Context: an optimization exercise on an open-source flow, tuned for small area and a short achievable clock period. The choices shown serve that exercise and are no tape-out recipe.
Where RTL was checked, it was by simulation tests only, not by an equivalence proof against the original.
Function not checked in runs 5 to 7: the RTL went through the layout flow alone.
No activity file was given, so power comes from the tool's default toggle rates.

==> design.v <==
module L1_cache #(
    parameter CTID = 0) 
    (
    input logic clock,        
    input logic reset,      
    input logic [31:0] PCF,                  
    input logic [31:0] addr_rst,             
    input logic [1:0] tid_fetch,             
    input logic [31:0] br_target,            
    input logic [1:0] tid_br,                
    input logic [31:0] l2addr,               
    input logic [1:0] l2_tid,                
    input logic [127:0] l2_line,             
    input logic l2_valid_rsp,                
    output logic br_req,                     
    output logic req_spec,                   
    output logic req_refill,                 
    output logic [31:0] instr                
    );
    localparam integer WIDTH = 32;
    localparam integer block_size = 4;
    localparam logic [31:0] bubble = 32'b0;
    logic active;                     
    logic [31:0] i_addr, instr_required;     
    logic [127:0] cache_line;         
    logic cache_update_valid;
    logic   br_valid;
    logic [31:0] tag_bit;             
    logic [1:0] icount;           
    logic [127:0] l1_block_memory;    
    assign cache_update_valid   = l2_valid_rsp && (l2_tid == CTID);
    assign br_valid             = (tid_br == CTID);
    function automatic [1:0] offset_selector(input [3:0] sel);
        reg [1:0] instr_sl;
            case(sel)
                4'b0000: instr_sl = 0;
                4'b0100: instr_sl = 1;
                4'b1000: instr_sl = 2;
                4'b1100: instr_sl = 3;
					default: instr_sl = 0;
            endcase
        offset_selector = instr_sl;
    endfunction
    localparam read = 1'b1;
    localparam update = 1'b0;
    always_comb begin : cache_buffer
        l1_block_memory       = cache_update_valid ? l2_line : cache_line;
        i_addr                = active ? PCF : br_valid ? br_target : 32'b0;
        icount                = offset_selector(i_addr[3:0]);
        instr_required        = l1_block_memory[icount * WIDTH +: WIDTH];
        br_req     = 1'b0;
        instr      = 32'b0;
        req_spec   = 1'b0;
        req_refill = 1'b0;
        case(active)
            read: begin
                br_req = 1'b0;
                if (i_addr[31:4]==tag_bit[31:4]) begin
                    instr = instr_required;
                    req_spec = (icount == 3);
                    req_refill = 1'b0;
                end
                else begin
                    instr = bubble;
                    req_spec = 1'b0;
                    req_refill = 1'b1;        
                end
            end 
            default: begin
                instr = bubble;
                req_spec = 1'b0;
                req_refill = 1'b0;
                if (i_addr[31:4]==tag_bit[31:4]) begin
                    br_req = 1'b0;        
                end
                else begin
                    br_req = br_valid;    
                end
            end
        endcase
    end
    always_ff @(posedge clock ) begin 
	if (reset)  {tag_bit, cache_line} <= 160'h0;
        else if(cache_update_valid) {tag_bit, cache_line} <= {l2addr, l2_line};
        else                        {tag_bit, cache_line} <= {tag_bit, cache_line};
        if (tid_fetch == CTID) active <= read;
        else                   active <= update;
    end
endmodule
==> run.sh <==
#!/bin/bash
# synth_recipe.tcl (not shown) runs the flow's synth.tcl, then flattens the netlist and writes it again
# the make line also repeats each setting of config.mk as NAME=value (left out here)
make -C /OpenROAD-flow-scripts/flow DESIGN_CONFIG=/design/flow/config.mk WORK_HOME=/design/flow/orfs CLKGATE_MAP_FILE= SYNTH_SCRIPT=/design/flow/synth_recipe.tcl finish
==> config.mk <==
export PLATFORM = sky130hd
export DESIGN_NAME = L1_cache
export DESIGN_NICKNAME = L1_cache
export VERILOG_FILES = /design/flow/design.v
export SDC_FILE = /design/flow/constraint.sdc
export NUM_CORES = 4
export LEC_CHECK = 0
export CAP_MARGIN = 20
export CORE_MARGIN = 2
export CORE_UTILIZATION = 40
export SLEW_MARGIN = 20
==> constraint.sdc <==
create_clock -name core_clock -period 6.0 [get_ports {clock}]
set_input_delay 1.2000 -clock core_clock [delete_from_list [all_inputs] [get_ports {clock}]]
set_output_delay 1.2000 -clock core_clock [all_outputs]
set_load 0.01 [all_outputs]
==> results of run 1 <==
==> cells in the final DEF (no fill, tap or decap), types with 14 or more instances in the layout <==
| cell | n |
|---|---|
| nand2_1 | 332 |
| clkdlybuf4s50_1 | 262 |
| a21oi_1 | 181 |
| dfxtp_1 | 156 |
| mux2i_1 | 65 |
| a2bb2oi_1 | 61 |
| o211ai_1 | 61 |
| a21oi_2 | 29 |
| or4b_1 | 24 |
| and3_1 | 24 |
| clkbuf_16 | 17 |
| buf_4 | 15 |
| buf_12 | 14 |
==> cell type report <==
cell class,count,area (um^2)
Tap cell,275,344
Multi-Input combinational cell,836,4930
Antenna cell,1,2.50
Clock buffer,17,425
Clock inverter,15,175
Timing Repair Buffer,291,3020
Fill cell,2026,8920
Sequential cell,157,3140
==> power by group <==
part           total [uW]  switching, uW  leakage (uW)  internal [uW]
clock                1110            480      0.000291            629
sequential           1100           19.2       0.00128           1080
combinational         499            230       0.00259            269
total                2700            729       0.00416           1970
==> synthesized netlist by cell type, types with 2 or more instances <==
master     number
a21oi_1       182
a21oi_2        29
a22o_1          2
a2bb2oi_1      61
a31oi_1         2
and2_1          4
and3_1         24
and4_4          2
buf_2          23
buf_4           3
buf_6           6
clkbuf_1       65
dfxtp_1       157
mux2i_1        65
nand2_1       333
nor2_1          9
nor3_1          2
nor4_1          5
nor4_2          7
nor4b_1         5
o211ai_1       61
o21ai_0         3
or3_1           2
or4b_1         24
xnor2_1         2
==> registers in the layout, indices dropped and copies added (netlist names) <==
name and cells:
cache_line 128, active 1, tag_bit 28
==> metrics by stage <==
| stage | util, % | total power, uW | setup slack (ns) | instance area (um^2) |
|---|---|---|---|---|
| 3_5_place_dp | 54.4 | 1620 | 0.360 | 11400 |
| 2_1_floorplan | - | 1370 | 1.83 | 8490 |
| 4_1_cts | 57.3 | 2730 | 0.373 | 12000 |
| 5_1_grt | 57.4 | 2820 | 0.183 | 12000 |
| 6_report | 57.4 | 2700 | 0.391 | 12000 |
| 3_3_place_gp | 54.4 | 1610 | 0.439 | 11400 |
==> kinds of logic (layout without fill, tap and decap cells) <==
kind of cell,count (synthesis),in the layout,share of synthesized area [%]
simple gates,425,425,23.4
compound gates,344,344,26.3
flops,157,157,37.0
buf+inv,99,323,5.45
mux,65,65,7.66
xor+xnor,2,2,0.206
other cells,0,1,0
==> tightest hold or removal path, stage by stage, from the launching register on <==
cell and delay, ns:
dfxtp_1 0.31, nand2_1 0.05, a21oi_1 0.05
==> routing by layer <==
| layer | vias to the layer above | wire length (um) | track usage, % |
|---|---|---|---|
| met5 | - | 0 | 0 |
| met4 | 0 | 389 | 5.90 |
| li1 | 4308 | - | - |
| met3 | 20 | 1870 | 6.74 |
| met2 | 217 | 12400 | 38.8 |
| met1 | 3957 | 12600 | 31.9 |
==> worst max path at each step <==
stage / from / to / cells past startpoint
floorplan: tid_br[1] / instr[22] / 8
global placement: tid_br[1] / instr[0] / 10
detailed placement: tid_br[1] / instr[0] / 10
CTS: tid_br[1] / instr[0] / 10
global route: tid_br[1] / instr[12] / 10
finish: tid_br[1] / instr[15] / 10
==> key figures, run 1 <==
Detailed routing
  • Post-DRT Antenna Nets: 0
  • Detailed Routing Iterations Pass 1: 4
  • Total routed wirelength: 27.2 mm
  • Via/cell ratio: 5.34
  • Initial DRC count: 460
  • Vias: 8502
  • Wirelength per Cell: 17.1 um
  • DR DRC count: 0

Global route
  • First-pass GRT wire length: 42.9 mm
  • Antenna violations before repair: 2
  • Global Route Usage Sum: 24.1%
  • Grt total ovfl: 0
  • Vias in the first global route: 8053
  • Largest net degree at the start of global routing: 67

Critical path
  • Worst path max stage delay: 0.56 ns
  • FF-to-FF Start: cache_line[95]
  • Path depth of the worst reg2reg path: 2
  • Most common cell on crit path: clkdlybuf4s50_1
  • Critical path class: in2out
  • RR Endpoint: cache_line[95]
  • Worst path buffer plus inverter count: 4
  • Crit path DAT: 4.41 ns
  • FF-to-FF setup slack: 5.32 ns
  • CP top delay family: simple AND/OR/NAND/NOR gates
  • Crit-path slowest cell: clkdlybuf4s50_1
  • CP required: 4.80 ns
  • Critical path endpoint category: output pin
  • Startpoint types: input port
  • CP cell instances: clkdlybuf4s50_1 -> buf_12 -> or4b_1 -> and3_1 -> nor4_1 -> and4_1 -> nand4_4 -> buf_4 -> a21oi_2 -> clkdlybuf4s50_1
  • Crit Path Max Fanout: 31

Power and ir drop
  • Worst vdd ir: 0.000205 V
  • PD cells: 225 mW/mm^2
  • Leakage: 0.00416 uW

Synth
  • Yosys reg bits: 157
  • Synth async-reset ratio: 0%
  • Cells after synthesis: 1092
  • Syn_nets: 1357
  • YS warnings: 1
  • Post-synthesis sequential area ratio: 37.0%
  • Most area-consuming cells after synthesis: dfxtp_1 37%, nand2_1 15%, a21oi_1 11%, mux2i_1 7.7%, a2bb2oi_1 6.3%
  • Syn Std Cell Area: 0.00849 mm^2
  • Yosys cell types: 39
  • Post-synth top area cell: dfxtp_1
  • Post-synth EDFFs: 0
  • Mean Syn Cell Area: 7.78 um^2
  • Top_reg_cell synth: dfxtp_1
  • Yosys top cell area share: 37.0%

STA
  • Worst-margin pin slew: 0.691 ns
  • Worst slew margin: 53.3%
  • Final setup fails: 0
  • Hold WS: 0.454 ns
  • Maximum operating frequency: 178 MHz
  • Worst Clk Skew: 0 ns
  • Final period utilization: 93.5%
  • Period minus WS final: 5.61 ns
  • Unrepaired setup endpoints after global routing: false
  • Total Negative Setup Slacks: 0 ns
  • Pins Over Slew Limit: 0
  • Final-report hold violation count: 0

Place
  • DP Cell Count: 1558
  • IO Port Bufs: 263
  • Final RePlAce weighted congestion: 0.792
  • DP HPWL: 18.4 mm

Clocking
  • CTS Hold Buffers Added: 0
  • Clock slew at reported path FFs: 0.07 ns
  • Clock sinks: 157
  • Clock latency on the worst-skew pair: 0.42 ns
  • CTS tree: yes
  • H-tree levels: 4
  • Clk buf depth: 2
  • Root Driver: clkbuf_16
  • Cts repair resizes: 0
  • CTS Buf Count: 17
  • Post-CTS Setup Repair Bufs: 0

Floorplanning
  • Die width: 150 um
  • Die outline height: 150 um
  • Row count: 53
  • Initial Util: 40.5%
  • Core ar.: 0.0210 mm^2
  • Die area: 0.0224 mm^2
  • Top-Level Pins: 300

Cells and area
  • P&R area growth vs syn: 41.7%
  • Fraction of layout cells with a size suffix above 1: 8.28%
  • Final-stage net count: 1568
  • Non-Filler Instances: 1592

Min path
  • HP Class: reg2reg
  • Worst hold path stage count: 2
  • Hold Path End: cache_line[68]
  • Hold_sp: cache_line[68]

Run
  • Max-cap violations: 0

Run status
  • Status: complete, no violations
==> run 2: changes to the inputs <==
==> design.v (replaced) <==
module L1_cache #(
    parameter CTID = 0)
    (
    input logic clock,
    input logic reset,
    input logic [31:0] PCF,                  
    input logic [31:0] addr_rst,             
    input logic [1:0] tid_fetch,             
    input logic [31:0] br_target,            
    input logic [1:0] tid_br,                
    input logic [31:0] l2addr,               
    input logic [1:0] l2_tid,                
    input logic [127:0] l2_line,             
    input logic l2_valid_rsp,                
    output logic br_req,                     
    output logic req_spec,                   
    output logic req_refill,                 
    output logic [31:0] instr                
    );
    logic         active;       
    logic [27:0]  tag;          
    logic [127:0] data;         
    logic         zeroed;       
    logic         fill;
    logic [127:0] blk;
    logic [3:0]   wsel;         
    logic         mp, mb, hit, en;
    assign fill = l2_valid_rsp && (l2_tid == CTID);
    assign blk  = fill ? l2_line : data;
    assign wsel[3] = (PCF[3:0] == 4'hc);
    assign wsel[2] = (PCF[3:0] == 4'h8);
    assign wsel[1] = (PCF[3:0] == 4'h4);
    assign wsel[0] = ~(wsel[3] | wsel[2] | wsel[1]);
    assign mp  = (PCF[31:4] == tag);
    assign mb  = (br_target[31:4] == tag);
    assign hit = active && mp;
    assign en  = hit && (fill || !zeroed);
    always_comb begin
        instr = 32'b0;
        for (int k = 0; k < 4; k++)
            instr = instr | ({32{en && wsel[k]}} & blk[32*k +: 32]);
    end
    assign req_spec   = hit && wsel[3];
    assign req_refill = active && !mp;
    assign br_req     = !active && (tid_br == CTID) && !mb;
    always_ff @(posedge clock) begin
        active <= (tid_fetch == CTID);
        data   <= blk;
        if (reset) begin
            tag    <= 28'h0;
            zeroed <= 1'b1;
        end else if (fill) begin
            tag    <= l2addr[31:4];
            zeroed <= 1'b0;
        end
    end
endmodule
--- a/config.mk
+++ b/config.mk
@@ -8,4 +8,5 @@
 export CAP_MARGIN = 20
 export CORE_MARGIN = 2
 export CORE_UTILIZATION = 40
+export SETUP_SLACK_MARGIN = 1.5
 export SLEW_MARGIN = 20
==> key figures, run 2 <==
Detailed routing
  • Vias: 7133 (was 8502)
  • Wirelength per Cell: 17.2 um (was 17.1 um)
  • Total routed wirelength: 25.4 mm (was 27.2 mm)
  • DR DRC count: 0 (unchanged)
  • Via/cell ratio: 4.82 (was 5.34)
  • Detailed Routing Iterations Pass 1: 4 (unchanged)
  • Initial DRC count: 304 (was 460)
  • Post-DRT Antenna Nets: 0 (unchanged)

Global route
  • Vias in the first global route: 7112 (was 8053)
  • Global Route Usage Sum: 23.1% (was 24.1%)
  • Grt total ovfl: 0 (unchanged)
  • First-pass GRT wire length: 38.6 mm (was 42.9 mm)
  • Antenna violations before repair: 2 (unchanged)
  • Largest net degree at the start of global routing: 65 (was 67)

Floorplanning
  • Row count: 52 (was 53)
  • Top-Level Pins: 300 (unchanged)
  • Core ar.: 0.0201 mm^2 (was 0.0210 mm^2)
  • Die area: 0.0215 mm^2 (was 0.0224 mm^2)
  • Initial Util: 40.5% (about the same)
  • Die width: 147 um (was 150 um)
  • Die outline height: 147 um (was 150 um)

Clocking
  • Root Driver: clkbuf_16 (unchanged)
  • CTS Hold Buffers Added: 0 (unchanged)
  • Clock slew at reported path FFs: 0.06 ns (was 0.07 ns)
  • Clk buf depth: 2 (unchanged)
  • Clock latency on the worst-skew pair: 0.42 ns (about the same)
  • H-tree levels: 4 (unchanged)
  • CTS Buf Count: 17 (unchanged)
  • Clock sinks: 158 (was 157)
  • CTS tree: yes (unchanged)

STA
  • Period minus WS final: 4.41 ns (was 5.61 ns)
  • Worst Clk Skew: 0 ns (unchanged)
  • Unrepaired setup endpoints after global routing: false (unchanged)
  • Pins Over Slew Limit: 0 (unchanged)
  • Final period utilization: 73.6% (was 93.5%)
  • Final-report hold violation count: 0 (unchanged)
  • Total Negative Setup Slacks: 0 ns (unchanged)
  • Final setup fails: 0 (unchanged)
  • Maximum operating frequency: 227 MHz (was 178 MHz)
  • Worst-margin pin slew: 0.774 ns (was 0.691 ns)
  • Worst slew margin: 48.4% (was 53.3%)

Critical path
  • Startpoint types: input port (unchanged)
  • FF-to-FF setup slack: 5.16 ns (was 5.32 ns)
  • Critical path class: in2out (unchanged)
  • Crit Path Max Fanout: 6 (was 31)
  • Crit path DAT: 3.21 ns (was 4.41 ns)
  • Critical path endpoint category: output pin (unchanged)
  • CP required: 4.80 ns (about the same)

Synth
  • Mean Syn Cell Area: 8.66 um^2 (was 7.78 um^2)
  • Synth async-reset ratio: 0% (unchanged)
  • Most common cell in the netlist: nand2_1 (unchanged)
  • Post-synthesis sequential area ratio: 38.9% (was 37.0%)
  • Cells after synthesis: 940 (was 1092)
  • Top_reg_cell synth: dfxtp_1 (unchanged)
  • Syn_nets: 1205 (was 1357)
  • Post-synth top cells: 249 x nand2_1, 158 x dfxtp_1, 128 x mux2i_1 (was 333 x nand2_1, 182 x a21oi_1, 157 x dfxtp_1)
  • Post-synth top area cell: dfxtp_1 (unchanged)
  • Yosys top cell area share: 38.9% (was 37.0%)
  • Yosys reg bits: 158 (was 157)
  • Yosys cell types: 28 (was 39)
  • YS warnings: 1 (unchanged)
  • Syn Std Cell Area: 0.00814 mm^2 (was 0.00849 mm^2)
  • Post-synth EDFFs: 0 (unchanged)
  • Most area-consuming cells after synthesis: dfxtp_1 39%, mux2i_1 16%, nand2_1 11%, o22a_1 6.9%, nor2b_1 5.0% (was dfxtp_1 37%, nand2_1 15%, a21oi_1 11%, mux2i_1 7.7%, a2bb2oi_1 6.3%)

Cells and area
  • Commonest non-fill, non-tap cell in the layout: nand2_1 (unchanged)
  • Final core utilization: 60.1% (was 57.4%)
  • Fraction of layout cells with a size suffix above 1: 10.4% (was 8.28%)
  • P&R area growth vs syn: 48.3% (was 41.7%)
  • Largest register FFs: 128 (unchanged)
  • Final-stage net count: 1463 (was 1568)
  • Most frequent cells in the layout: 248 x nand2_1, 223 x clkdlybuf4s50_1, 157 x dfxtp_1, 128 x mux2i_1, 65 x inv_1 (was 332 x nand2_1, 262 x clkdlybuf4s50_1, 181 x a21oi_1, 156 x dfxtp_1, 65 x mux2i_1)

Place
  • IO Port Bufs: 259 (was 263)
  • DP HPWL: 16.2 mm (was 18.4 mm)
  • Final RePlAce weighted congestion: 0.813 (was 0.792)

Min path
  • HP Class: reg2reg (unchanged)

Run
  • Max-cap violations: 0 (unchanged)

Power and ir drop
  • Leakage: 0.00476 uW (was 0.00416 uW)
  • Worst vdd ir: 0.000176 V (was 0.000205 V)
  • PD cells: 240 mW/mm^2 (was 225 mW/mm^2)

Run status
  • Status: complete, no violations (unchanged)
run 2: cell count changes after synthesis, moves of 29 or more:
cell       previous run  this run
a21oi_1             182        28
a21oi_2              29         0
a2bb2oi_1            61         0
clkbuf_1             65        32
inv_1                 0        65
mux2i_1              65       128
nand2_1             333       249
nor2b_1               0        65
o211ai_1             61         0
o22a_1                0        64
run 2: final cells by class:
type,instances,area (um^2)
fillers,1811,8030
multi-input cells,655,4520
repair buffers,301,3210
flip-flops and latches,158,3160
clock buffers,21,460
well taps,270,338
inverters,65,244
clock inverters,10,139
diodes,1,2.50
run 2: what timing repair did:
item | in CTS | in global routing
endpoints found under the setup margin | 34 | 32
pin swaps | 5 | 3
gates cloned | 8 | 3
resized for setup | 102 | 12
setup buffers | 9 | 5
run 2: worst paths after layout:
| path | startpoint | end | cells past startpoint |
|---|---|---|---|
| max reg2reg | zeroed | zeroed | 2 |
| min | data[34] | data[34] | 2 |
| min reg2reg | data[34] | data[34] | 2 |
| max | l2_tid[0] | instr[30] | 9 |
run 2: per-stage QoR:
step	hold slack [ns]	power, uW	setup slack, ns	cells	area (um^2)
finish	0.436	2900	1.59	1481	12100
global route	0.451	3030	1.50	1481	12100
CTS	0.438	2920	1.46	1472	11900
detailed placement	0.428	1770	0.707	1424	10900
global placement	0.423	1750	0.699	1424	10900
floorplan	0.415	1550	2.37	940	8140
run 2: logic make-up (layout without fill, tap and decap cells):
group	Yosys count	in the layout	synth area share [%]
AO/OA/AOI/OAI	129	130	13.7
XOR/XNOR	56	56	6.02
other	0	1	0
multiplexers	128	128	15.7
flip-flops	158	158	38.9
AND/OR/NAND/NOR	341	341	18.5
buffers and inverters	128	397	7.21
run 2: worst max-delay path, cell delays in order:
cell and delay [ns]:
dlygate4sd2_1 0.27, nor3b_4 0.21, buf_12 0.15, buf_12 0.14, o2111ai_4 0.25, buf_8 0.24, o22a_1 0.23, a211oi_2 0.22
clkdlybuf4s15_1 0.31
run 2: where the power goes:
part,switching [uW],total (uW),internal [uW],leakage [uW]
combinational,213,504,291,0.00316
sequential,56.1,1270,1210,0.00132
clock,448,1120,674,0.000281
total,717,2900,2180,0.00476
run 2: per-layer routing:
metal  share of wire, %  vias to the layer above  GRT usage, %
li1                   -                     3655             -
met1                 43                     3227          28.0
met2                 48                      214          38.6
met3                7.2                       37          7.56
met4                2.2                        0          7.43
met5                  0                        -             0
==> run 3: changes to the inputs <==
--- a/config.mk
+++ b/config.mk
@@ -8,5 +8,5 @@
 export CAP_MARGIN = 20
 export CORE_MARGIN = 2
 export CORE_UTILIZATION = 40
-export SETUP_SLACK_MARGIN = 1.5
+export SETUP_SLACK_MARGIN = 2.5
 export SLEW_MARGIN = 20
==> key figures, run 3 <==
Place
  • Final RePlAce weighted congestion: 0.794 (was 0.813)
  • DP Cell Count: 1420 (was 1424)
  • IO Port Bufs: 259 (unchanged)
  • DP HPWL: 15.8 mm (was 16.2 mm)
  • Place WS: 0.607 ns (was 0.707 ns)

STA
  • Final period utilization: 68.3% (was 73.6%)
  • Maximum operating frequency: 244 MHz (was 227 MHz)
  • Period minus WS final: 4.10 ns (was 4.41 ns)
  • Total Negative Setup Slacks: 0 ns (unchanged)
  • Worst-margin pin slew: 0.773 ns (was 0.774 ns)
  • Unrepaired setup endpoints after global routing: true (was false)
  • Worst setup slack after layout: 1.90 ns (was 1.59 ns)
  • Final-report hold violation count: 0 (unchanged)
  • Worst Clk Skew: 0 ns (unchanged)
  • Worst slew margin: 48.4% (about the same)
  • Final setup fails: 0 (unchanged)
  • Pins Over Slew Limit: 0 (unchanged)

Cells and area
  • Final-stage net count: 1502 (was 1463)
  • Largest register FFs: 128 (unchanged)
  • Non-Filler Instances: 1521 (was 1481)
  • Filler Cell Count: 1707 (was 1811)
  • P&R area growth vs syn: 60.2% (was 48.3%)
  • Most frequent cells in the layout: 248 x nand2_1, 161 x clkdlybuf4s50_1, 157 x dfxtp_1, 104 x mux2i_1, 65 x inv_1 (was 248 x nand2_1, 223 x clkdlybuf4s50_1, 157 x dfxtp_1, 128 x mux2i_1, 65 x inv_1)
  • Final core utilization: 64.9% (was 60.1%)
  • Commonest non-fill, non-tap cell in the layout: nand2_1 (unchanged)
  • Fraction of layout cells with a size suffix above 1: 21.6% (was 10.4%)

Clocking
  • Clock latency on the worst-skew pair: 0.42 ns (about the same)
  • Clock slew at reported path FFs: 0.06 ns (about the same)
  • CTS tree: yes (unchanged)
  • Clock sinks: 158 (unchanged)
  • H-tree levels: 4 (unchanged)
  • Clk buf depth: 2 (unchanged)
  • CTS Buf Count: 17 (unchanged)
  • Root Driver: clkbuf_16 (unchanged)

Power and ir drop
  • Leakage: 0.00531 uW (was 0.00476 uW)
  • Combinational share of power: 18.8% (was 17.4%)
  • Internal Power: 2250 uW (was 2180 uW)
  • PD cells: 231 mW/mm^2 (was 240 mW/mm^2)
  • Clk pwr share: 38.7% (about the same)
  • Sw frac: 25.2% (was 24.8%)
  • Register share of total power: 42.6% (was 43.9%)
  • Net switching power figure: 759 uW (was 717 uW)
  • Worst vdd ir: 0.000193 V (was 0.000176 V)

Synth
  • Mean Syn Cell Area: 8.66 um^2 (unchanged)
  • Synth async-reset ratio: 0% (unchanged)
  • Cells after synthesis: 940 (unchanged)
  • Syn_nets: 1205 (unchanged)
  • Syn Std Cell Area: 0.00814 mm^2 (unchanged)
  • Most area-consuming cells after synthesis: dfxtp_1 39%, mux2i_1 16%, nand2_1 11%, o22a_1 6.9%, nor2b_1 5.0% (unchanged)
  • Most common cell in the netlist: nand2_1 (unchanged)
  • Post-synthesis sequential area ratio: 38.9% (unchanged)
  • YS warnings: 1 (unchanged)
  • Yosys top cell area share: 38.9% (unchanged)
  • Yosys reg bits: 158 (unchanged)
  • Post-synth EDFFs: 0 (unchanged)
  • Yosys cell types: 28 (unchanged)
  • Post-synth top cells: 249 x nand2_1, 158 x dfxtp_1, 128 x mux2i_1 (unchanged)
  • Post-synth top area cell: dfxtp_1 (unchanged)
  • Top_reg_cell synth: dfxtp_1 (unchanged)

Floorplanning
  • Core ar.: 0.0201 mm^2 (unchanged)
  • Initial Util: 40.5% (unchanged)
  • Top-Level Pins: 300 (unchanged)
  • Die area: 0.0215 mm^2 (unchanged)
  • Die outline height: 147 um (unchanged)
  • Die width: 147 um (unchanged)
  • Row count: 52 (unchanged)

Global route
  • Antenna violations before repair: 2 (unchanged)
  • Grt total ovfl: 0 (unchanged)
  • Vias in the first global route: 7324 (was 7112)
  • First-pass GRT wire length: 43.1 mm (was 38.6 mm)
  • Global Route Usage Sum: 26.3% (was 23.1%)
  • Largest net degree at the start of global routing: 93 (was 65)

Run status
  • Status: complete, no violations (unchanged)

Detailed routing
  • Initial DRC count: 296 (was 304)
  • Detailed Routing Iterations Pass 1: 5 (was 4)
  • Wirelength per Cell: 18.8 um (was 17.2 um)
  • Total routed wirelength: 28.6 mm (was 25.4 mm)
  • Via/cell ratio: 4.90 (was 4.82)
  • DR DRC count: 0 (unchanged)
  • Post-DRT Antenna Nets: 0 (unchanged)
  • Vias: 7454 (was 7133)

Critical path
  • Crit Path Max Fanout: 5 (was 6)
  • Crit path DAT: 2.90 ns (was 3.21 ns)
  • Startpoint types: input port (unchanged)
  • CP required: 4.80 ns (about the same)
  • Critical path class: in2out (unchanged)
  • Critical path endpoint category: output pin (unchanged)

Min path
  • HP Class: reg2reg (unchanged)

Run
  • Max-cap violations: 0 (unchanged)
run 3: cell counts after synthesis:
No cell type changed its count.
run 3: through the flow:
stage / area, um^2 / hold slack (ns) / total power, uW
finish: 13000 / 0.436 / 3010
global route: 13000 / 0.452 / 3140
CTS: 12900 / 0.439 / 3010
detailed placement: 11000 / 0.428 / 1770
global placement: 11000 / 0.423 / 1750
floorplan: 8220 / 0.415 / 1550
run 3: repair_timing:
action | CTS | global route
gates resized for setup | 433 | 22
hold endpoints to repair | 0 | 0
buffers inserted | 34 | 4
pin swaps | 76 | 33
hold buffers | 0 | 0
cloned | 28 | 1
setup endpoints to repair | 35 | 35
run 3: power by group through the flow:
stage / Sequential, uW / Combinational, uW / Clock, uW
floorplan: 1280 / 273 / 0
global placement: 1290 / 466 / 0
detailed placement: 1290 / 474 / 0
CTS: 1280 / 551 / 1180
global route: 1300 / 618 / 1230
finish: 1280 / 564 / 1160
run 3: final timing paths:
path                      from        end  slack [ns]  cells past startpoint
hold reg to reg       data[54]   data[54]        0.44                      2
setup / recovery  l2_valid_rsp  instr[26]        1.90                     12
hold / removal        data[54]   data[54]        0.44                      2
setup reg to reg       tag[27]    tag[27]        5.20                      2
run 3: cell families (layout without fill, tap and decap cells):
family                    after synthesis  after routing  share of synthesized area (%)
xor gates and xnor gates               56             56                           6.02
DFF                                   158            158                           38.9
AOI/OAI and AO/OA                     129            129                           13.7
and+or+nand+nor                       341            341                           18.5
buffers and inverters                 128            438                           7.21
muxes                                 128            128                           15.7
other                                   0              1                              0
run 3: worst max-delay path, stage by stage:
cell and delay, ns:
buf_8 0.09, nor3b_4 0.15, buf_6 0.13, buf_12 0.12
buf_16 0.13, buf_12 0.13, buf_16 0.14, buf_12 0.12
mux2i_1 0.12, o22a_1 0.20, a211oi_2 0.20, buf_2 0.17
run 3: final cells by class:
cell class              count  area, um^2  area share [%]
diodes                      1        2.50          0.0192
clock buffers              19         433            3.32
clock inverters            13         189            1.45
inverters                  65         244            1.87
multi-input cells         654        4800            36.8
flip-flops and latches    158        3160            24.3
well taps                 270         338            2.59
repair buffers            341        3860            29.6
run 3: routing by layer:
metal	up-vias	GRT usage [%]	share of wire, %	wire length [um]
li1	3742	-	-	-
met1	3478	35.0	45	12800
met2	216	43.9	48	13700
met3	16	6.53	6.5	1860
met4	2	4.71	0.71	202
met5	-	0	0.045	13
==> run 4: changes to the inputs <==
--- a/config.mk
+++ b/config.mk
@@ -8,5 +8,4 @@
 export CAP_MARGIN = 20
 export CORE_MARGIN = 2
 export CORE_UTILIZATION = 40
-export SETUP_SLACK_MARGIN = 2.5
 export SLEW_MARGIN = 20
==> key figures, run 4 <==
Critical path
  • Critical path class: in2out (unchanged)
  • Crit Path Max Fanout: 60 (was 5)
  • Crit-path slowest cell: clkdlybuf4s50_1 (was o22a_1)
  • Worst path max stage delay: 0.59 ns (was 0.20 ns)
  • Startpoint types: input port (unchanged)
  • Crit path DAT: 4.06 ns (was 2.90 ns)
  • Critical path endpoint category: output pin (unchanged)
  • CP cell instances: clkdlybuf4s50_1 -> nor3b_4 -> buf_4 -> buf_12 -> mux2i_1 -> o22a_1 -> a211oi_1 -> clkdlybuf4s50_1 (was buf_8 -> nor3b_4 -> buf_6 -> buf_12 -> buf_16 -> buf_12 -> buf_16 -> buf_12 -> mux2i_1 -> o22a_1 -> a211oi_2 -> buf_2)
  • Most common cell on crit path: clkdlybuf4s50_1 (was buf_12)
  • CP required: 4.80 ns (about the same)

Clocking
  • CTS tree: yes (unchanged)
  • Post-CTS Setup Repair Bufs: 0 (was 34)
  • Cts repair resizes: 0 (was 433)
  • Clock slew at reported path FFs: 0.06 ns (about the same)
  • CTS Hold Buffers Added: 0 (unchanged)
  • H-tree levels: 4 (unchanged)
  • Clock sinks: 158 (unchanged)
  • Clk buf depth: 2 (unchanged)
  • Clock latency on the worst-skew pair: 0.41 ns (was 0.42 ns)
  • Root Driver: clkbuf_16 (unchanged)
  • CTS Buf Count: 17 (unchanged)

Detailed routing
  • DR DRC count: 0 (unchanged)
  • Detailed Routing Iterations Pass 1: 4 (was 5)
  • Via/cell ratio: 4.74 (was 4.90)
  • Wirelength per Cell: 15.8 um (was 18.8 um)
  • Initial DRC count: 317 (was 296)
  • Total routed wirelength: 23.1 mm (was 28.6 mm)
  • Post-DRT Antenna Nets: 0 (unchanged)
  • Vias: 6910 (was 7454)

Cells and area
  • Non-Filler Instances: 1457 (was 1521)
  • Final core utilization: 57.6% (was 64.9%)
  • Largest register FFs: 128 (unchanged)
  • Most frequent cells in the layout: 259 x clkdlybuf4s50_1, 248 x nand2_1, 157 x dfxtp_1, 128 x mux2i_1 (was 248 x nand2_1, 161 x clkdlybuf4s50_1, 157 x dfxtp_1, 104 x mux2i_1, 65 x inv_1)
  • Final-stage net count: 1439 (was 1502)
  • Commonest non-fill, non-tap cell in the layout: clkdlybuf4s50_1 (was nand2_1)
  • Fraction of layout cells with a size suffix above 1: 6.66% (was 21.6%)
  • P&R area growth vs syn: 42.2% (was 60.2%)

Synth
  • Post-synthesis sequential area ratio: 38.9% (unchanged)
  • Post-synth top cells: 249 x nand2_1, 158 x dfxtp_1, 128 x mux2i_1 (unchanged)
  • Post-synth EDFFs: 0 (unchanged)
  • Post-synth top area cell: dfxtp_1 (unchanged)
  • Syn_nets: 1205 (unchanged)
  • Most common cell in the netlist: nand2_1 (unchanged)
  • Cells after synthesis: 940 (unchanged)
  • Top_reg_cell synth: dfxtp_1 (unchanged)
  • Yosys cell types: 28 (unchanged)
  • Yosys reg bits: 158 (unchanged)
  • Most area-consuming cells after synthesis: dfxtp_1 39%, mux2i_1 16%, nand2_1 11%, o22a_1 6.9%, nor2b_1 5.0% (unchanged)
  • Mean Syn Cell Area: 8.66 um^2 (unchanged)
  • YS warnings: 1 (unchanged)
  • Yosys top cell area share: 38.9% (unchanged)
  • Synth async-reset ratio: 0% (unchanged)
  • Syn Std Cell Area: 0.00814 mm^2 (unchanged)

Power and ir drop
  • Internal Power: 2160 uW (was 2250 uW)
  • Leakage: 0.00441 uW (was 0.00531 uW)
  • Combinational share of power: 16.5% (was 18.8%)
  • Clk pwr share: 39.1% (was 38.7%)
  • Post-route total power: 2860 uW (was 3010 uW)
  • PD cells: 247 mW/mm^2 (was 231 mW/mm^2)
  • Worst vdd ir: 0.000181 V (was 0.000193 V)
  • Net switching power figure: 701 uW (was 759 uW)
  • Sw frac: 24.5% (was 25.2%)
  • Register share of total power: 44.3% (was 42.6%)

Place
  • DP HPWL: 16.2 mm (was 15.8 mm)
  • IO Port Bufs: 259 (unchanged)
  • Place WS: 0.707 ns (was 0.607 ns)
  • DP Cell Count: 1424 (was 1420)
  • Final RePlAce weighted congestion: 0.813 (was 0.794)

STA
  • Pins Over Slew Limit: 0 (unchanged)
  • Worst Clk Skew: 0 ns (unchanged)
  • Period minus WS final: 5.26 ns (was 4.10 ns)
  • Maximum operating frequency: 190 MHz (was 244 MHz)
  • Total Negative Setup Slacks: 0 ns (unchanged)
  • Worst-margin pin slew: 0.728 ns (was 0.773 ns)
  • Final-report hold violation count: 0 (unchanged)
  • Worst setup slack after layout: 0.741 ns (was 1.90 ns)
  • Final setup fails: 0 (unchanged)
  • Final period utilization: 87.6% (was 68.3%)
  • Worst slew margin: 51.5% (was 48.4%)
  • Unrepaired setup endpoints after global routing: false (was true)

Floorplanning
  • Die area: 0.0215 mm^2 (unchanged)
  • Top-Level Pins: 300 (unchanged)
  • Row count: 52 (unchanged)
  • Initial Util: 40.5% (unchanged)
  • Core ar.: 0.0201 mm^2 (unchanged)
  • Die outline height: 147 um (unchanged)
  • Die width: 147 um (unchanged)

Global route
  • Vias in the first global route: 6822 (was 7324)
  • Largest net degree at the start of global routing: 65 (was 93)
  • First-pass GRT wire length: 36.0 mm (was 43.1 mm)
  • Global Route Usage Sum: 21.3% (was 26.3%)
  • Grt total ovfl: 0 (unchanged)
  • Antenna violations before repair: 1 (was 2)

Run
  • Max-cap violations: 0 (unchanged)

Run status
  • Status: complete, no violations (unchanged)

Min path
  • HP Class: reg2reg (unchanged)
-- run 4: cell counts after synthesis --
Identical to the previous run, type by type.
-- run 4: layer usage --
metal	vias up	global-route usage, %	wire length (um)
li1	3594	-	-
met1	3086	26.3	10100
met2	195	34.9	10700
met3	35	7.19	1710
met4	0	7.04	520
met5	-	0	0
-- run 4: area by class of cell --
class                      count  area (um^2)
clock buffer                  21          460
inverter                      65          244
timing repair buffer         278         2790
antenna                        1         2.50
multi-input combinational    654         4430
tap                          270          338
clock inverter                10          139
fill                        1862         8530
sequential                   158         3160
-- run 4: cell families after synthesis --
group                  after synthesis  synth area share (%)
XOR/XNOR                            56                  6.02
multiplexers                       128                  15.7
flip-flops                         158                  38.9
AO/OA/AOI/OAI                      129                  13.7
AND/OR/NAND/NOR                    341                  18.5
buffers and inverters              128                  7.21
-- run 4: critical path, delay by kind of cell --
kind	cells	cell delay, ns
multiplexers	1	0.16
AO/OA/AOI/OAI	2	0.49
buffers and inverters	4	1.68
AND/OR/NAND/NOR	1	0.51
-- run 4: worst paths after layout --
kind / start / endpoint / slack, ns / cells after the start
worst max-delay path: l2_valid_rsp / instr[3] / 0.74 / 8
worst min-delay path: data[37] / data[37] / 0.44 / 2
worst max register to register: zeroed / zeroed / 5.31 / 2
worst min register to register: data[37] / data[37] / 0.44 / 2
-- run 4: power by group through the flow --
stage               registers, uW  clock network [uW]  logic, uW
finish                       1270                1120        473
global route                 1290                1180        528
CTS                          1270                1150        478
detailed placement           1290                   0        476
global placement             1290                   0        467
floorplan                    1280                   0        270
-- run 4: through the flow --
step                      hold slack, ns  area (um^2)
after floorplan                    0.415         8140
after CTS                          0.438        11500
after global routing               0.451        11600
after global placement             0.423        10900
final                              0.436        11600
after detailed placement           0.428        10900
==> run 5: changes to the inputs <==
--- a/design.v
+++ b/design.v
@@ -21,12 +21,18 @@
     logic [27:0]  tag;          
     logic [127:0] data;         
     logic         zeroed;       
-    logic         fill;
+    logic         fill, fill_n;
     logic [127:0] blk;
     logic [3:0]   wsel;         
     logic         mp, mb, hit, en;
     assign fill = l2_valid_rsp && (l2_tid == CTID);
-    assign blk  = fill ? l2_line : data;
+    assign fill_n = !fill;
+    genvar gi;
+    generate
+        for (gi = 0; gi < 128; gi++) begin : g_blk
+            L1_sel2 u_blk (.s(fill), .sn(fill_n), .a(l2_line[gi]), .b(data[gi]), .y(blk[gi]));
+        end
+    endgenerate
     assign wsel[3] = (PCF[3:0] == 4'hc);
     assign wsel[2] = (PCF[3:0] == 4'h8);
     assign wsel[1] = (PCF[3:0] == 4'h4);
@@ -35,11 +41,13 @@
     assign mb  = (br_target[31:4] == tag);
     assign hit = active && mp;
     assign en  = hit && (fill || !zeroed);
-    always_comb begin
-        instr = 32'b0;
-        for (int k = 0; k < 4; k++)
-            instr = instr | ({32{en && wsel[k]}} & blk[32*k +: 32]);
-    end
+    logic [3:0] osel;
+    assign osel = {4{en}} & wsel;
+    generate
+        for (gi = 0; gi < 32; gi++) begin : g_out
+            L1_or4 u_out (.s(osel), .d({blk[96+gi], blk[64+gi], blk[32+gi], blk[gi]}), .y(instr[gi]));
+        end
+    endgenerate
     assign req_spec   = hit && wsel[3];
     assign req_refill = active && !mp;
     assign br_req     = !active && (tid_br == CTID) && !mb;
@@ -55,3 +63,9 @@
         end
     end
 endmodule
+module L1_sel2 (input logic s, input logic sn, input logic a, input logic b, output logic y);
+    assign y = (s & a) | (sn & b);
+endmodule
+module L1_or4 (input logic [3:0] s, input logic [3:0] d, output logic y);
+    assign y = |(s & d);
+endmodule
--- a/config.mk
+++ b/config.mk
@@ -8,4 +8,6 @@
 export CAP_MARGIN = 20
 export CORE_MARGIN = 2
 export CORE_UTILIZATION = 40
+export SETUP_SLACK_MARGIN = 2.0
 export SLEW_MARGIN = 20
+export SYNTH_HIERARCHICAL = 1
==> key figures, run 5 <==
Synth
  • Synth Area in Compound Gates: 29.1% (was 13.7%)
  • Cells after synthesis: 571 (was 940)
  • Yosys reg bits: 158 (unchanged)
  • Yosys top cell area share: 52.2% (was 38.9%)
  • Top_reg_cell synth: dfxtp_1 (unchanged)
  • Post-Synth Adder-Cell Area: 0% (unchanged)
  • XOR/XNOR Fraction of Synth Area: 8.10% (was 6.02%)
  • Post-synth top cells: 158 x dfxtp_1, 128 x a22o_1, 93 x nand2_1 (was 249 x nand2_1, 158 x dfxtp_1, 128 x mux2i_1)
  • YS warnings: 7 (was 1)
  • Most common cell in the netlist: dfxtp_1 (was nand2_1)
  • Most area-consuming cells after synthesis: dfxtp_1 52%, a22o_1 19%, a22oi_1 7.9%, nand2_1 5.8%, xnor2_1 4.0% (was dfxtp_1 39%, mux2i_1 16%, nand2_1 11%, o22a_1 6.9%, nor2b_1 5.0%)
  • Mean Syn Cell Area: 10.6 um^2 (was 8.66 um^2)
  • Synth async-reset ratio: 0% (unchanged)
  • Syn Std Cell Area: 0.00606 mm^2 (was 0.00814 mm^2)
  • Largest family of logic cells by synthesized area: compound AO/OA/AOI/OAI gates (was simple AND/OR/NAND/NOR gates)
  • Yosys cell types: 27 (was 28)
  • Post-synthesis sequential area ratio: 52.2% (was 38.9%)
  • Mux share of post-synthesis cell area: 0% (was 15.7%)
  • Synth Area in Simple Gates: 9.75% (was 18.5%)
  • Post-synth EDFFs: 0 (unchanged)
  • Post-synth top area cell: dfxtp_1 (unchanged)
  • Syn_nets: 836 (was 1205)

STA
  • Unrepaired setup endpoints after global routing: true (was false)
  • Final-report hold violation count: 0 (unchanged)
  • Pins Over Slew Limit: 0 (unchanged)
  • Worst-margin pin slew: 0.573 ns (was 0.728 ns)
  • Period minus WS final: 4.44 ns (was 5.26 ns)
  • Worst Clk Skew: 0 ns (unchanged)
  • Final setup fails: 0 (unchanged)
  • Final period utilization: 74.0% (was 87.6%)
  • Total Negative Setup Slacks: 0 ns (unchanged)
  • Maximum operating frequency: 225 MHz (was 190 MHz)
  • Worst slew margin: 61.8% (was 51.5%)

Global route
  • First-pass GRT wire length: 34.8 mm (was 36.0 mm)
  • Global Route Usage Sum: 28.0% (was 21.3%)
  • Largest net degree at the start of global routing: 79 (was 65)
  • Vias in the first global route: 6375 (was 6822)
  • Grt total ovfl: 0 (unchanged)
  • Antenna violations before repair: 1 (unchanged)

Clocking
  • Clk buf depth: 2 (unchanged)
  • H-tree levels: 4 (unchanged)
  • Clock slew at reported path FFs: 0.06 ns (about the same)
  • Clock sinks: 158 (unchanged)
  • CTS Buf Count: 17 (unchanged)
  • CTS tree: yes (unchanged)
  • Root Driver: clkbuf_16 (unchanged)
  • Clock latency on the worst-skew pair: 0.42 ns (was 0.41 ns)

Power and ir drop
  • Clk pwr share: 40.5% (was 39.1%)
  • Combinational share of power: 15.4% (was 16.5%)
  • Sw frac: 22.9% (was 24.5%)
  • Register share of total power: 44.1% (was 44.3%)
  • Internal Power: 2190 uW (was 2160 uW)
  • Net switching power figure: 651 uW (was 701 uW)
  • Leakage: 0.00454 uW (was 0.00441 uW)
  • Worst vdd ir: 0.000179 V (was 0.000181 V)
  • Post-route total power: 2840 uW (was 2860 uW)
  • PD cells: 264 mW/mm^2 (was 247 mW/mm^2)

Run
  • Max-cap violations: 0 (unchanged)

Cells and area
  • Sequential cell area: 0.00316 mm^2 (about the same)
  • Area occupied by multi-input gates: 0.00334 mm^2 (was 0.00443 mm^2)
  • Largest register FFs: 128 (unchanged)
  • Commonest non-fill, non-tap cell in the layout: clkdlybuf4s50_1 (unchanged)
  • Fraction of layout cells with a size suffix above 1: 25.1% (was 6.66%)
  • Most frequent cells in the layout: 189 x clkdlybuf4s50_1, 158 x dfxtp_1, 128 x a22o_1, 90 x nand2_1, 39 x buf_2 (was 259 x clkdlybuf4s50_1, 248 x nand2_1, 157 x dfxtp_1, 128 x mux2i_1)
  • Final core utilization: 73.4% (was 57.6%)
  • Non-Filler Instances: 1104 (was 1457)
  • ANT cells: 0 (was 1)
  • P&R area growth vs syn: 77.5% (was 42.2%)
  • Filler Cell Count: 1063 (was 1862)
  • Final-stage net count: 1173 (was 1439)

Detailed routing
  • Top Layer Used: met5 (was met4)
  • Met3 routed wirelength: 1.90 mm (was 1.71 mm)
  • Vias: 6082 (was 6910)
  • Detailed Routing Iterations Pass 1: 5 (was 4)
  • Via/cell ratio: 5.51 (was 4.74)
  • DR DRC count: 0 (unchanged)
  • Initial DRC count: 424 (was 317)
  • Post-DRT Antenna Nets: 0 (unchanged)
  • Total routed wirelength: 23.2 mm (was 23.1 mm)
  • Routed length on met1: 9.37 mm (was 10.1 mm)
  • Wirelength per Cell: 21.1 um (was 15.8 um)
  • Met2 WL: 11.4 mm (was 10.7 mm)

Run status
  • Status: complete, no violations (unchanged)

Place
  • DP Cell Count: 1015 (was 1424)
  • Final RePlAce weighted congestion: 0.862 (was 0.813)
  • IO Port Bufs: 259 (unchanged)
  • DP HPWL: 13.8 mm (was 16.2 mm)

Critical path
  • Most common cell on crit path: buf_12 (was clkdlybuf4s50_1)
  • Crit Path Max Fanout: 7 (was 60)
  • CP required: 4.80 ns (about the same)
  • CP cell instances: buf_8 -> xor2_4 -> nor4_4 -> nand4_1 -> nor4b_4 -> buf_4 -> buf_6 -> buf_12 -> buf_12 -> a22oi_2 -> nand2_1 -> buf_2 (was clkdlybuf4s50_1 -> nor3b_4 -> buf_4 -> buf_12 -> mux2i_1 -> o22a_1 -> a211oi_1 -> clkdlybuf4s50_1)
  • Worst path buffer plus inverter count: 6 (was 4)
  • Critical path class: in2out (unchanged)
  • Crit path DAT: 3.24 ns (was 4.06 ns)
  • Worst path max stage delay: 0.36 ns (was 0.59 ns)
  • Crit-path slowest cell: nor4b_4 (was clkdlybuf4s50_1)
  • Critical path endpoint category: output pin (unchanged)
  • FF-to-FF setup slack: 5.10 ns (was 5.31 ns)
  • CP top delay family: simple AND/OR/NAND/NOR gates (was buffers and inverters)
  • Startpoint types: input port (unchanged)

Floorplanning
  • Die area: 0.0161 mm^2 (was 0.0215 mm^2)
  • Row count: 44 (was 52)
  • Die width: 127 um (was 147 um)
  • Initial Util: 41.4% (was 40.5%)
  • Top-Level Pins: 300 (unchanged)
  • Core ar.: 0.0146 mm^2 (was 0.0201 mm^2)
  • Die outline height: 127 um (was 147 um)

Min path
  • HP Class: reg2reg (unchanged)
-- run 5: cell types whose count changed in the layout (fill, tap and decap cells not counted), moves of 21 or more --
| cell | change |
|---|---|
| a22o_1 | +128 |
| inv_1 | -64 |
| xor2_2 | +21 |
| nand2_1 | -158 |
| a22oi_1 | +31 |
| xor2_1 | -22 |
| buf_2 | +39 |
| mux2i_1 | -128 |
| a22oi_2 | +33 |
| buf_6 | +29 |
| a211oi_2 | -24 |
| nor2b_1 | -65 |
| o22a_1 | -64 |
| clkdlybuf4s50_1 | -70 |
-- run 5: power by group through the flow --
stage                     Clock [uW]  Combinational [uW]  Sequential, uW
final                           1150                 438            1250
after global routing            1200                 469            1270
after CTS                       1170                 425            1250
after detailed placement           0                 397            1270
after global placement             0                 382            1270
after floorplan                    0                 201            1250
-- run 5: modules after synthesis (local to each module, per instance) --
| module | area, um^2 | cells |
|---|---|---|
| L1_or4 | 18.8 | 3 |
| L1_cache | 4340 | 347 |
| L1_sel2 | 8.76 | 1 |
-- run 5: logic make-up (layout without fill, tap and decap cells) --
| family | count (synthesis) | after routing |
|---|---|---|
| DFF | 158 | 158 |
| xor gates and xnor gates | 56 | 56 |
| AOI/OAI and AO/OA | 223 | 223 |
| buffers and inverters | 11 | 360 |
| and+or+nand+nor | 123 | 123 |
-- run 5: repair_timing --
action                                  in CTS  in global routing
setup buffers                               40                  9
endpoints found under the setup margin      35                 35
pin swaps                                   41                 40
resized for setup                          322                 45
gates cloned                                 9                  0
hold buffers                                 0                  0
-- run 5: area by class of cell --
cell class | count | share of cell area [%]
sequential | 158 | 29.4
clock inverter | 9 | 1.47
multi-input combinational | 402 | 31.0
tap | 184 | 2.14
inverter | 2 | 0.140
clock buffer | 22 | 4.41
timing repair buffer | 327 | 31.4
-- run 5: path summary, 6_finish.rpt --
kind | end | depth (start not counted) | start
hold / removal | data[16] | 1 | data[16]
setup / recovery | instr[29] | 12 | PCF[9]
setup reg to reg | zeroed | 5 | zeroed
hold reg to reg | data[16] | 1 | data[16]
-- run 5: per-layer routing --
metal	vias up	track usage, %
met4	2	9.05
met3	38	8.63
met5	-	0
met2	280	48.4
li1	2859	-
met1	2903	33.5
-- run 5: through the flow --
step,setup WS [ns],hold WS (ns),instance area [um^2]
floorplan,1.53,0.440,6110
global placement,0.620,0.452,9030
detailed placement,0.605,0.452,9030
CTS,1.60,0.472,10600
global route,1.48,0.488,10800
finish,1.56,0.471,10800
==> run 6: changes to the inputs <==
==> flow/run.sh (new file) <==
#!/bin/bash
# Standard ORFS layout; the only change is that port buffers use the smallest buffer cell.
set -euo pipefail
export BUFFER_PORTS_ARGS="-buffer_cell sky130_fd_sc_hd__buf_1"
bash standard.sh > standard_flow.log 2>&1
==> standard.sh (new file) <==
#!/bin/bash
# synth_recipe.tcl (not shown) runs the flow's synth.tcl, then flattens the netlist and writes it again
# the make line also repeats each setting of config.mk as NAME=value (left out here)
make -C /OpenROAD-flow-scripts/flow DESIGN_CONFIG=/design/flow/config.mk WORK_HOME=/design/flow/orfs CLKGATE_MAP_FILE= SYNTH_SCRIPT=/design/flow/synth_recipe.tcl "${@:-finish}"
removed: run.sh
==> key figures, run 6 <==
Floorplanning
  • Core ar.: 0.0146 mm^2 (unchanged)
  • Initial Util: 41.4% (unchanged)
  • Row count: 44 (unchanged)
  • Top-Level Pins: 300 (unchanged)
  • Die width: 127 um (unchanged)
  • Die outline height: 127 um (unchanged)
  • Die area: 0.0161 mm^2 (unchanged)

Clocking
  • Clock sinks: 158 (unchanged)
  • H-tree levels: 4 (unchanged)
  • CTS Hold Buffers Added: 0 (unchanged)
  • Clock slew at reported path FFs: 0.06 ns (about the same)
  • CTS tree: yes (unchanged)
  • Root Driver: clkbuf_16 (unchanged)
  • Clock latency on the worst-skew pair: 0.42 ns (about the same)
  • CTS Buf Count: 17 (unchanged)
  • Clk buf depth: 2 (unchanged)

Detailed routing
  • Via/cell ratio: 5.53 (was 5.51)
  • DR DRC count: 0 (unchanged)
  • Vias: 5925 (was 6082)
  • Wirelength per Cell: 19.6 um (was 21.1 um)
  • Post-DRT Antenna Nets: 0 (unchanged)
  • Detailed Routing Iterations Pass 1: 5 (unchanged)
  • Initial DRC count: 347 (was 424)
  • Total routed wirelength: 21.0 mm (was 23.2 mm)

Synth
  • Post-synth top area cell: dfxtp_1 (unchanged)
  • Syn_nets: 836 (unchanged)
  • Synth async-reset ratio: 0% (unchanged)
  • Yosys top cell area share: 52.2% (unchanged)
  • Top_reg_cell synth: dfxtp_1 (unchanged)
  • Most area-consuming cells after synthesis: dfxtp_1 52%, a22o_1 19%, a22oi_1 7.9%, nand2_1 5.8%, xnor2_1 4.0% (unchanged)
  • Post-synth EDFFs: 0 (unchanged)
  • Mean Syn Cell Area: 10.6 um^2 (unchanged)
  • Most common cell in the netlist: dfxtp_1 (unchanged)
  • Post-synth top cells: 158 x dfxtp_1, 128 x a22o_1, 93 x nand2_1 (unchanged)
  • Post-synthesis sequential area ratio: 52.2% (unchanged)
  • Cells after synthesis: 571 (unchanged)
  • Yosys reg bits: 158 (unchanged)
  • Yosys cell types: 27 (unchanged)
  • YS warnings: 7 (unchanged)
  • Syn Std Cell Area: 0.00606 mm^2 (unchanged)

Cells and area
  • Fraction of layout cells with a size suffix above 1: 15.2% (was 25.1%)
  • P&R area growth vs syn: 43.5% (was 77.5%)
  • Final-stage net count: 1139 (was 1173)
  • Filler Cell Count: 1302 (was 1063)
  • Most frequent cells in the layout: 225 x buf_1, 158 x dfxtp_1, 128 x a22o_1, 91 x nand2_1, 42 x a22oi_1 (was 189 x clkdlybuf4s50_1, 158 x dfxtp_1, 128 x a22o_1, 90 x nand2_1, 39 x buf_2)
  • Largest register FFs: 128 (unchanged)
  • Commonest non-fill, non-tap cell in the layout: buf_1 (was clkdlybuf4s50_1)
  • Final core utilization: 59.3% (was 73.4%)

STA
  • Hold WS: 0.471 ns (about the same)
  • Final setup fails: 0 (unchanged)
  • Pins Over Slew Limit: 0 (unchanged)
  • Final-report hold violation count: 0 (unchanged)
  • Worst-margin pin slew: 0.411 ns (was 0.573 ns)
  • Final period utilization: 72.6% (was 74.0%)
  • Unrepaired setup endpoints after global routing: true (unchanged)
  • Period minus WS final: 4.35 ns (was 4.44 ns)
  • Total Negative Setup Slacks: 0 ns (unchanged)
  • Maximum operating frequency: 230 MHz (was 225 MHz)
  • Worst Clk Skew: 0 ns (unchanged)
  • Worst slew margin: 72.4% (was 61.8%)
  • Worst setup slack after layout: 1.65 ns (was 1.56 ns)

Place
  • Final RePlAce weighted congestion: 0.892 (was 0.862)
  • DP HPWL: 12.5 mm (was 13.8 mm)
  • Place WS: 1.21 ns (was 0.605 ns)
  • IO Port Bufs: 259 (unchanged)

Critical path
  • Startpoint types: input port (unchanged)
  • CP required: 4.80 ns (about the same)
  • Worst path max stage delay: 0.51 ns (was 0.36 ns)
  • Crit path DAT: 3.15 ns (was 3.24 ns)
  • Crit Path Max Fanout: 16 (was 7)
  • CP cell instances: buf_1 -> or3b_4 -> nand2_4 -> nand4b_1 -> nor4_4 -> buf_4 -> clkbuf_16 -> a22oi_2 -> nand2_1 -> buf_2 (was buf_8 -> xor2_4 -> nor4_4 -> nand4_1 -> nor4b_4 -> buf_4 -> buf_6 -> buf_12 -> buf_12 -> a22oi_2 -> nand2_1 -> buf_2)
  • Critical path endpoint category: output pin (unchanged)
  • Crit-path slowest cell: or3b_4 (was nor4b_4)
  • Critical path class: in2out (unchanged)

Power and ir drop
  • Leakage: 0.00362 uW (was 0.00454 uW)
  • Worst vdd ir: 0.000173 V (was 0.000179 V)
  • PD cells: 310 mW/mm^2 (was 264 mW/mm^2)

Run
  • Max-cap violations: 0 (unchanged)

Global route
  • Grt total ovfl: 0 (unchanged)
  • Vias in the first global route: 5853 (was 6375)
  • First-pass GRT wire length: 30.1 mm (was 34.8 mm)
  • Largest net degree at the start of global routing: 127 (was 79)
  • Antenna violations before repair: 0 (was 1)
  • Global Route Usage Sum: 23.9% (was 28.0%)

Run status
  • Status: complete, no violations (unchanged)

Min path
  • HP Class: reg2reg (unchanged)
[run 6: area by class of cell]
cell class                 instances  area, um^2  area share (%)
sequential                       158        3160            36.4
multi-input combinational        403        3070            35.3
timing repair buffer             292        1590            18.3
clock buffer                      24         492            5.66
tap                              184         230            2.65
clock inverter                     8         128            1.47
inverter                           2        20.0           0.230
antenna                            1        2.50          0.0288
[run 6: stage by stage]
stage                     instance area, um^2  power (uW)  instances
final                                    8690        2690       1072
after global routing                     8690        2810       1071
after CTS                                8150        2700       1054
after detailed placement                 7350        1570       1014
after global placement                   7350        1550       1014
after floorplan                          6110        1460        571
[run 6: cells by family after synthesis]
logic type             Yosys count  synth area share [%]
flip-flops                     158                  52.2
buffers and inverters           11                 0.847
AND/OR/NAND/NOR                123                  9.75
XOR/XNOR                        56                  8.10
AO/OA/AOI/OAI                  223                  29.1
[run 6: final timing paths]
kind	start	to	slack, ns	cells after the start
min	data[76]	data[76]	0.47	1
max	l2_tid[1]	instr[21]	1.65	10
max reg2reg	tag[15]	tag[15]	5.30	2
min reg2reg	data[76]	data[76]	0.47	1
[run 6: timing repair]
item / CTS / global route
setup buffers: 5 / 8
cloned: 3 / 9
hold endpoints to repair: 0 / 0
pin swaps: 2 / 42
endpoints found under the setup margin: 32 / 34
gates resized for setup: 21 / 107
[run 6: power by group]
part,leakage (uW),internal [uW],total (uW),switching [uW]
clock network,0.000297,702,1120,418
logic,0.00201,162,322,160
registers,0.00132,1200,1250,52.3
[run 6: modules after synthesis, one instance, submodules excluded]
| module | cell area, um^2 | times used |
|---|---|---|
| L1_cache | 4340 | 1 |
| L1_or4 | 18.8 | 32 |
| L1_sel2 | 8.76 | 128 |
[run 6: routing by layer]
metal	GRT usage (%)	vias up	share of wire (%)
met2	39.6	230	48
met1	28.7	2854	42
li1	-	2808	-
met3	7.50	33	7.2
met4	10.3	0	2.5
met5	0	-	0
[run 6: worst max-delay path: cells and delay by family]
family | cells | cell delay [ns]
buffers and inverters | 4 | 0.71
AND/OR/NAND/NOR | 5 | 1.18
AO/OA/AOI/OAI | 1 | 0.07
==> run 7: changes to the inputs <==
==> design.v (replaced) <==
module L1_cache #(
    parameter CTID = 0)
    (
    input logic clock,
    input logic reset,
    input logic [31:0] PCF,                  
    input logic [31:0] addr_rst,             
    input logic [1:0] tid_fetch,             
    input logic [31:0] br_target,            
    input logic [1:0] tid_br,                
    input logic [31:0] l2addr,               
    input logic [1:0] l2_tid,                
    input logic [127:0] l2_line,             
    input logic l2_valid_rsp,                
    output logic br_req,                     
    output logic req_spec,                   
    output logic req_refill,                 
    output logic [31:0] instr                
    );
    logic         active;       
    logic [27:0]  tag;          
    logic [127:0] data;         
    logic         zeroed;       
    genvar gi;
    logic [3:0]   fill_w, fill_wn;
    logic [127:0] blk;          
    generate
        for (gi = 0; gi < 4; gi++) begin : g_fill
            L1_fdec #(.CTID(CTID)) u_fdec (.valid(l2_valid_rsp), .tid(l2_tid), .f(fill_w[gi]), .fn(fill_wn[gi]));
        end
        for (gi = 0; gi < 128; gi++) begin : g_blk
            L1_sel2 u_blk (.s(fill_w[gi/32]), .sn(fill_wn[gi/32]), .a(l2_line[gi]), .b(data[gi]), .y(blk[gi]));
        end
    endgenerate
    logic fill, fill_n, tload, thold;
    L1_fdec #(.CTID(CTID)) u_fdec_t (.valid(l2_valid_rsp), .tid(l2_tid), .f(fill), .fn(fill_n));
    assign tload = fill & ~reset;
    assign thold = fill_n & ~reset;
    logic [27:0] tag_d;
    generate
        for (gi = 0; gi < 28; gi++) begin : g_tag
            L1_sel2 u_tag (.s(tload), .sn(thold), .a(l2addr[gi+4]), .b(tag[gi]), .y(tag_d[gi]));
        end
    endgenerate
    logic [6:0] ne_p, ne_b;
    generate
        for (gi = 0; gi < 7; gi++) begin : g_cmp
            L1_ne4 u_nep (.a(PCF[4*gi+7 -: 4]), .t(tag[4*gi+3 -: 4]), .ne(ne_p[gi]));
            L1_ne4 u_neb (.a(br_target[4*gi+7 -: 4]), .t(tag[4*gi+3 -: 4]), .ne(ne_b[gi]));
        end
    endgenerate
    logic miss_p, ok;
    assign miss_p = |ne_p;
    assign ok     = fill | ~zeroed;             
    logic hn;
    assign hn = ~(active & ok & ~miss_p);
    logic [3:0] wsel;
    assign wsel[3] = (PCF[3:0] == 4'hc);
    assign wsel[2] = (PCF[3:0] == 4'h8);
    assign wsel[1] = (PCF[3:0] == 4'h4);
    assign wsel[0] = ~(wsel[3] | wsel[2] | wsel[1]);
    generate
        for (gi = 0; gi < 32; gi++) begin : g_out
            L1_word u_out (.s(wsel), .d({blk[96+gi], blk[64+gi], blk[32+gi], blk[gi]}), .hn(hn), .y(instr[gi]));
        end
    endgenerate
    assign req_spec   = active & ~miss_p & wsel[3];
    assign req_refill = active & miss_p;
    assign br_req     = ~active & (tid_br == CTID) & (|ne_b);
    always_ff @(posedge clock) begin
        active <= (tid_fetch == CTID);
        data   <= blk;
        tag    <= tag_d;
        zeroed <= reset | (zeroed & fill_n);
    end
endmodule
module L1_fdec #(parameter CTID = 0) (input logic valid, input logic [1:0] tid, output logic f, output logic fn);
    assign f  = valid & (tid == CTID);
    assign fn = ~f;
endmodule
module L1_sel2 (input logic s, input logic sn, input logic a, input logic b, output logic y);
    assign y = (s & a) | (sn & b);
endmodule
module L1_ne4 (input logic [3:0] a, input logic [3:0] t, output logic ne);
    assign ne = |(a ^ t);
endmodule
module L1_word (input logic [3:0] s, input logic [3:0] d, input logic hn, output logic y);
    assign y = ~hn & (|(s & d));
endmodule
--- a/config.mk
+++ b/config.mk
@@ -8,6 +8,7 @@
 export CAP_MARGIN = 20
 export CORE_MARGIN = 2
 export CORE_UTILIZATION = 40
+export CTS_BUF_LIST = sky130_fd_sc_hd__clkbuf_4 sky130_fd_sc_hd__clkbuf_8
 export SETUP_SLACK_MARGIN = 2.0
 export SLEW_MARGIN = 20
 export SYNTH_HIERARCHICAL = 1
==> key figures, run 7 <==
Run status
  • Status: complete, no violations (unchanged)

Synth
  • Mean Syn Cell Area: 11.7 um^2 (was 10.6 um^2)
  • Top_reg_cell synth: dfxtp_1 (unchanged)
  • YS warnings: 7 (unchanged)
  • Most common cell in the netlist: dfxtp_1 (unchanged)
  • Synth async-reset ratio: 0% (unchanged)
  • Most area-consuming cells after synthesis: dfxtp_1 53%, a22o_1 23%, xnor2_1 8.2%, a22oi_1 8.1%, a21oi_1 2.7% (was dfxtp_1 52%, a22o_1 19%, a22oi_1 7.9%, nand2_1 5.8%, xnor2_1 4.0%)
  • Post-synth EDFFs: 0 (unchanged)
  • Syn Std Cell Area: 0.00597 mm^2 (was 0.00606 mm^2)
  • Yosys cell types: 22 (was 27)
  • Post-synth top cells: 158 x dfxtp_1, 156 x a22o_1, 64 x a22oi_1 (was 158 x dfxtp_1, 128 x a22o_1, 93 x nand2_1)

Critical path
  • RR Endpoint: tag[9] (was tag[15])
  • CP required: 4.80 ns (about the same)
  • Critical path endpoint category: output pin (unchanged)
  • Startpoint types: input port (unchanged)
  • Path depth of the worst reg2reg path: 1 (was 2)
  • FF-to-FF Start: tag[9] (was tag[15])
  • FF-to-FF setup slack: 5.35 ns (was 5.30 ns)
  • Critical path class: in2out (unchanged)
  • Worst Setup SP: l2_tid[1] (unchanged)
  • Crit path DAT: 2.80 ns (was 3.15 ns)
  • Crit Path Max Fanout: 20 (was 16)
  • Setup crit end: instr[12] (was instr[21])

STA
  • Total Negative Setup Slacks: 0 ns (unchanged)
  • Worst Clk Skew: 0 ns (unchanged)
  • Final-report hold violation count: 0 (unchanged)
  • Hold WS: 0.457 ns (was 0.471 ns)
  • Final setup fails: 0 (unchanged)
  • Worst setup slack after layout: 2.00 ns (was 1.65 ns)
  • Worst slew margin: 54.8% (was 72.4%)
  • Final period utilization: 66.6% (was 72.6%)
  • Worst-margin pin slew: 0.677 ns (was 0.411 ns)
  • Period minus WS final: 4.00 ns (was 4.35 ns)
  • Unrepaired setup endpoints after global routing: true (unchanged)
  • Maximum operating frequency: 250 MHz (was 230 MHz)

Cells and area
  • Largest register FFs: 128 (unchanged)
  • Most frequent cells in the layout: 225 x buf_1, 158 x dfxtp_1, 156 x a22o_1, 59 x a22oi_1, 55 x xnor2_1 (was 225 x buf_1, 158 x dfxtp_1, 128 x a22o_1, 91 x nand2_1, 42 x a22oi_1)
  • Filler Cell Count: 1341 (was 1302)
  • ANT cells: 0 (was 1)
  • P&R area growth vs syn: 38.5% (was 43.5%)
  • Final-stage net count: 1088 (was 1139)

Floorplanning
  • Die area: 0.0159 mm^2 (was 0.0161 mm^2)
  • Row count: 44 (unchanged)
  • Top-Level Pins: 300 (unchanged)
  • Initial Util: 41.1% (was 41.4%)
  • Die width: 126 um (was 127 um)

Detailed routing
  • Wirelength per Cell: 20.6 um (was 19.6 um)
  • Detailed Routing Iterations Pass 1: 5 (unchanged)
  • Total routed wirelength: 21.0 mm (about the same)
  • Post-DRT Antenna Nets: 0 (unchanged)
  • Initial DRC count: 357 (was 347)
  • Via/cell ratio: 5.70 (was 5.53)

Power and ir drop
  • Worst vdd ir: 0.000136 V (was 0.000173 V)
  • Leakage: 0.00319 uW (was 0.00362 uW)
  • PD cells: 294 mW/mm^2 (was 310 mW/mm^2)

Global route
  • First-pass GRT wire length: 32.1 mm (was 30.1 mm)
  • Largest net degree at the start of global routing: 34 (was 127)
  • Grt total ovfl: 0 (unchanged)
  • Antenna violations before repair: 1 (was 0)

Clocking
  • Clock sinks: 158 (unchanged)
  • CTS Buf Count: 17 (unchanged)
  • H-tree levels: 4 (unchanged)
  • CTS tree: yes (unchanged)
  • Root Driver: clkbuf_8 (was clkbuf_16)
  • Clk buf depth: 2 (unchanged)
  • Clock latency on the worst-skew pair: 0.46 ns (was 0.42 ns)
  • CTS Hold Buffers Added: 0 (unchanged)

Run
  • Max-cap violations: 0 (unchanged)

Min path
  • HP Class: reg2reg (unchanged)

Place
  • DP Cell Count: 966 (was 1014)
-- run 7: worst min-delay path by stage --
| stage | to | cells after the start |
|---|---|---|
| floorplan | zeroed | 1 |
| global placement | zeroed | 1 |
| detailed placement | zeroed | 1 |
| CTS | zeroed | 1 |
| global route | data[52] | 1 |
| finish | zeroed | 1 |
-- run 7: power breakdown --
group | internal [uW] | switching (uW)
clock | 403 | 390
combinational | 198 | 188
sequential | 1200 | 47.7
-- run 7: stage by stage --
step	instance area, um^2	util (%)
floorplan	6050	-
global placement	7380	50.8
detailed placement	7380	50.8
CTS	8030	55.3
global route	8260	56.9
finish	8260	56.9
-- run 7: logic make-up after synthesis --
kind of cell / after synthesis / share of synthesized area (%)
AO/OA/AOI/OAI: 257 / 34.3
flip-flops: 158 / 53.0
XOR/XNOR: 56 / 8.22
AND/OR/NAND/NOR: 36 / 4.45
buffers and inverters: 1 / 0.0628
-- run 7: cell type report --
cell class / instances / area (um^2) / share of cell area, %
inverters: 1 / 3.75 / 0.0454
repair buffers: 294 / 1350 / 16.4
clock inverters: 11 / 115 / 1.39
flip-flops and latches: 158 / 3160 / 38.3
clock buffers: 21 / 283 / 3.42
multi-input cells: 351 / 3120 / 37.7
well taps: 184 / 230 / 2.79
-- run 7: repair_timing --
action / CTS / global route
setup endpoints to repair: 33 / 32
gates cloned: 2 / 1
pin swaps: 11 / 4
setup buffers: 19 / 0
gates resized for setup: 28 / 87
-- run 7: per-module statistics from Yosys, one instance, submodules excluded, a selection --
| module | cell area [um^2] | flops+latches | cells |
|---|---|---|---|
| L1_sel2 | 8.76 | 0 | 1 |
| L1_word | 20.0 | 0 | 3 |
| L1_ne4 | 41.3 | 0 | 5 |
| L1_cache | 3300 | 158 | 176 |
-- run 7: metal layers --
| metal | GRT usage [%] | vias up | share of wire, % |
|---|---|---|---|
| met5 | 0 | - | 0.057 |
| li1 | - | 2716 | - |
| met2 | 40.4 | 289 | 45 |
| met1 | 33.8 | 2769 | 44 |
| met4 | 7.76 | 2 | 2.1 |
| met3 | 8.67 | 41 | 8.8 |
-- run 7: critical path, cell delays in order --
cell and delay [ns]:
clkbuf_4 0.22, or3b_4 0.44, buf_6 0.19, a22o_1 0.23
a22oi_1 0.27, a21oi_2 0.09, buf_2 0.15

[what the ideal ports hide]
No port has a modelled driver above. Below, the same layouts with a new extraction and two added sets of constraints.
Step 1: set_driving_cell puts a clkbuf_16 on clock and a buf_2 on each other input, an assumption about the parent block.
Step 2, shift: input delay + t, output delay - t, t = (earliest + latest rising clock arrival at the registers) / 2. This alone moves slack from input paths to output paths.
a / b / c = ideal / step 1 / step 2; a / b = the first two.
run | t, ns | setup WS [ns]
run 1 | 0.471 | 0.391 / 0.357 / 0.357
run 2 | 0.464 | 1.585 / 1.541 / 1.541
run 3 | 0.472 | 1.904 / 1.865 / 1.865
run 4 | 0.464 | 0.741 / 0.719 / 0.719
run 5 | 0.463 | 1.562 / 1.522 / 1.522
run 6 | 0.459 | 1.646 / 1.627 / 1.627
run 7 | 0.496 | 2.004 / 1.979 / 1.979
After both steps setup and hold are still met in every run listed.
